Context: an optimization exercise on an open-source flow, tuned for a short achievable clock period and few clock cycles. The choices shown serve that exercise and are no tape-out recipe.
RTL that was checked went through simulation tests only; none was proved equivalent to the original.

the reference run:
// calc_didactic
module calc_didactic(
        clk,
        rst,
        mem_addr,
        mem_we,
        mem_wdata,
        mem_rdata
    );
Size in the first run: roughly 2800 cells after synthesis, about 330 flip-flops, about 25000 um2 of cells after synthesis.
clock: 10.0 ns
lec_check: 0
abc_clock_period_in_ps: 2000
cap_margin: 20
core_margin: 2
core_utilization: 40
setup_slack_margin: 5
slew_margin: 20
run.sh (not shown) runs the stock make flow with config.mk's settings and CLKGATE_MAP_FILE= SYNTH_SCRIPT=/design/flow/synth_recipe.tcl, a recipe that flattens the netlist after the stock synthesis.
## Diff of input files: the trial run against the reference run
-- flow/design.v --
<<< the reference run, line 288
    endcase
end
wire [2:0]  k = go ? len : 3'd0;
reg  [15:0] s0, s1, s2, s3;
>>> the trial run, line 288
    endcase
end
reg  [15:0] ic_data [0:63];
reg  [3:0]  ic_tag  [0:63];
reg  [63:0] ic_v;
reg         fetched;     
reg  [9:0]  fetch_a;
wire [5:0]  fidx = fa[5:0];
wire        ic_hit = ic_v[fidx] && (ic_tag[fidx] == fa[9:6]);
wire [15:0] ic_word = ic_data[fidx];
wire [2:0]  k = go ? len : 3'd0;
reg  [15:0] s0, s1, s2, s3;
<<< the reference run, line 293
reg  [2:0]  cnt_n;
wire [2:0]  cnt_k = cnt - k;
wire        arr_n = fop & ~flush;
wire        space = ({1'b0, cnt_n} + {3'b0, arr_n}) < 4'd4;
always @(*) begin
>>> the trial run, line 301
reg  [2:0]  cnt_n;
wire [2:0]  cnt_k = cnt - k;
wire [2:0]  cnt_a = cnt_k + {2'b0, arr};
wire        arr_n = fop & ~flush;
wire        hit_ins = ic_hit & ~fop & ~flush & (cnt_a < 3'd4);
wire        space = ({1'b0, cnt_n} + {3'b0, arr_n}) < 4'd4;
always @(*) begin
<<< the reference run, line 311
        endcase
    end
    cnt_n = flush ? 3'd0 : cnt_k + {2'b0, arr};
end
always @(posedge clk) begin
>>> the trial run, line 321
        endcase
    end
    if (hit_ins) begin
        case (cnt_a[1:0])
            2'd0: n0 = ic_word;
            2'd1: n1 = ic_word;
            2'd2: n2 = ic_word;
            default: n3 = ic_word;
        endcase
    end
    cnt_n = flush ? 3'd0 : cnt_a + {2'b0, hit_ins};
end
wire [5:0]  widx = addr_r[5:0];
wire        fill = fetched;
wire [5:0]  fl_idx = fetch_a[5:0];
wire        w_kill = we_r && ((fill && fl_idx == widx) ? (fetch_a[9:6] == addr_r[9:6])
                                                       : (ic_tag[widx] == addr_r[9:6]));
always @(posedge clk) begin
    if (fill) begin
        ic_data[fl_idx] <= mem_rdata;
        ic_tag[fl_idx] <= fetch_a[9:6];
    end
    fetch_a <= addr_r;
    if (rst) begin
        ic_v <= 64'd0;
        fetched <= 1'b0;
    end else begin
        fetched <= fop;
        if (fill)
            ic_v[fl_idx] <= 1'b1;
        if (w_kill)
            ic_v[widx] <= 1'b0;
    end
end
always @(posedge clk) begin
<<< the reference run, line 364
            wdata_r <= e_wdata;
            fop <= 1'b0;
            if (flush)
                fa <= target;
        end else if (flush) begin
            addr_r <= target;
            we_r <= 1'b0;
            fop <= 1'b1;
            fa <= target + 10'd1;
        end else if (space) begin
            addr_r <= fa;
            we_r <= 1'b0;
            fop <= 1'b1;
            fa <= fa + 10'd1;
        end else begin
            we_r <= 1'b0;
            fop <= 1'b0;
        end
    end
end
>>> the trial run, line 404
            wdata_r <= e_wdata;
            fop <= 1'b0;
        end else if (!flush && !ic_hit && space) begin
            addr_r <= fa;
            we_r <= 1'b0;
            fop <= 1'b1;
        end else begin
            we_r <= 1'b0;
            fop <= 1'b0;
        end
        if (flush)
            fa <= target;
        else if (hit_ins || (!e_req && !ic_hit && space))
            fa <= fa + 10'd1;
    end
end
## What came out
Critical path startpoint: q0[9] -> the reference run, q0[3] -> the trial run
Logic depth of the worst path, buffers included, the reference run and the trial run: lower on the reference run
Going from the reference run to the trial run, achievable clock frequency went down by about 15%; non-clock buffer total of the final layout saw an increase; buffers inserted during post-CTS setup optimization now sits higher.
Horizontal die dimension (higher): the trial run
Changes observed in the trial run relative to the reference run: sequential share of the synthesized area has increased, post-route fraction of the period consumed by the critical path climbed 9.4 points, clock skew saw an increase.
No run of this note included a check of the RTL's function; only the layout flow was run.

build 61:
Another version of the RTL of calc_didactic (not shown whole).
Size: roughly 45 I/O pins.
==> module alu, before the edit <==
module alu(
    input      [15:0] in1,
    input      [15:0] in2,
    input      [15:0] lin1,
    input      [15:0] lin2,
    input      [15:0] dat,
    input             invx,
    input             invy,
    input             ci,
    input      [9:0]  fsel,      
    output     [15:0] out,
    output            c,
    output            o
);
wire [15:0] x = in1;
wire [15:0] y = in2;
wire [16:0] sum0 = {1'b0, x} + {1'b0, y};
wire [16:0] sum1 = {1'b0, x} + {1'b0, y} + 17'd1;
wire [16:0] sum = ci ? sum1 : sum0;
assign out = ({16{fsel[0]}} & sum[15:0]) |
             ({16{fsel[1]}} & (lin1 & lin2)) |
             ({16{fsel[2]}} & (lin1 | lin2)) |
             ({16{fsel[3]}} & (lin1 ^ lin2)) |
             ({16{fsel[4]}} & ~lin1) |
             ({16{fsel[5]}} & {lin1[14:0], 1'b0}) |
             ({16{fsel[6]}} & {1'b0, lin1[15:1]}) |
             ({16{fsel[7]}} & {lin1[15], lin1[15:1]}) |
             ({16{fsel[8]}} & lin2) |
             ({16{fsel[9]}} & dat);
assign c = (fsel[0] & (sum[16] ^ (invx | invy))) |
           (fsel[5] & lin1[15]) |
           ((fsel[6] | fsel[7]) & lin1[0]);
assign o = (fsel[0] & (x[15] == y[15]) & (x[15] != sum[15])) |
           (fsel[5] & (lin1[14] ^ lin1[15])) |
           (fsel[6] & lin1[15]);
endmodule
export LEC_CHECK = 0
export ABC_CLOCK_PERIOD_IN_PS = 2000
export CAP_MARGIN = 30
export CORE_MARGIN = 2
export CORE_UTILIZATION = 45
export SETUP_SLACK_MARGIN = 5
export SLEW_MARGIN = 30
create_clock -name core_clock -period 10.0 [get_ports {clk}]
standard.sh (not shown) runs the stock make flow with config.mk's settings and CLKGATE_MAP_FILE= SYNTH_SCRIPT=/design/flow/synth_recipe.tcl, a recipe that flattens the netlist after the stock synthesis.
==> flow/flow/run.sh <==
#!/bin/bash
set -euo pipefail
MARGIN=${MARGIN:-7}
sed -E "s/SETUP_SLACK_MARGIN=[-0-9.]+/SETUP_SLACK_MARGIN=${MARGIN}/" standard.sh > standard_margin.sh
grep -c "SETUP_SLACK_MARGIN=${MARGIN}" standard_margin.sh > margin.txt
bash standard_margin.sh > standard.log 2>&1
Testbench counts of build 61, summed over its fixed seeds: cycles 18,030.
Inputs modified between build 61 and trial 83:
-- flow/design.v --
<<< build 61, line 15
wire [15:0] x = in1;
wire [15:0] y = in2;
wire [16:0] sum0 = {1'b0, x} + {1'b0, y};
wire [16:0] sum1 = {1'b0, x} + {1'b0, y} + 17'd1;
wire [16:0] sum = ci ? sum1 : sum0;
assign out = ({16{fsel[0]}} & sum[15:0]) |
             ({16{fsel[1]}} & (lin1 & lin2)) |
>>> trial 83, line 15
wire [15:0] x = in1;
wire [15:0] y = in2;
wire [16:0] sum = {1'b0, x} + {1'b0, y} + {16'b0, ci};
assign out = ({16{fsel[0]}} & sum[15:0]) |
             ({16{fsel[1]}} & (lin1 & lin2)) |
Results
Setup slack in trial 83 is smaller than in build 61.
Area growth from synthesis to layout in trial 83 is 1.3 points higher than in build 61
Slew at the pin with the worst max-slew slack (trial 83 over build 61): decrease, 0.10 ns
Trial 83 against build 61; instance count of the mapped netlist is down by a few percent.
On design area, build 61 and trial 83 are neck and neck.
Comparing the two runs side by side, trial 83 comes out behind build 61 on wire length.
Between build 61 and trial 83, the via count of the first global-routing pass figures differ only marginally.
In trial 83 the fraction of synthesized area in multiplexers turned out 0.73 points lower than in build 61.
Compared build 61 against trial 83; sequential share of layout area within noise.
The RTL of trial 83 was laid out without a check of its function.

port drivers added, routing unchanged:
Ports are ideal in the flow. The routed layouts listed here were re-timed in OpenROAD.
Step 1, drivers: a clkbuf_16 drives clk and a buf_2 each remaining input, both assumed.
Step 2 adds t to the input delays and takes it off the output delays; t is the mean of the earliest and latest rising clock arrival at the registers after step 1. Input paths then give back, and output paths get back, about the clock's delay inside the block.
Three values: ideal, step 1, step 2; two values: the first two.
run	t (ns)	slack for setup (ns)	worst setup path at the end	worst data-port slew with drivers (ns)	pins driven straight from the clock port
the reference run	0.629	4.732 / 4.732 / 4.732	register to register	0.05	1
the trial run	0.910	3.790 / 3.790 / 3.790	register to register	0.03	1
build 61	0.821	5.887 / 5.887 / 5.398	input to register	0.08	1
trial 83	0.816	5.802 / 5.802 / 5.611	input to register	0.08	1
After both steps setup and hold are still met in every run listed. For build 61, which loses most, drivers alone change the setup slack by 0.000 ns; drivers and shift together by -0.489 ns.
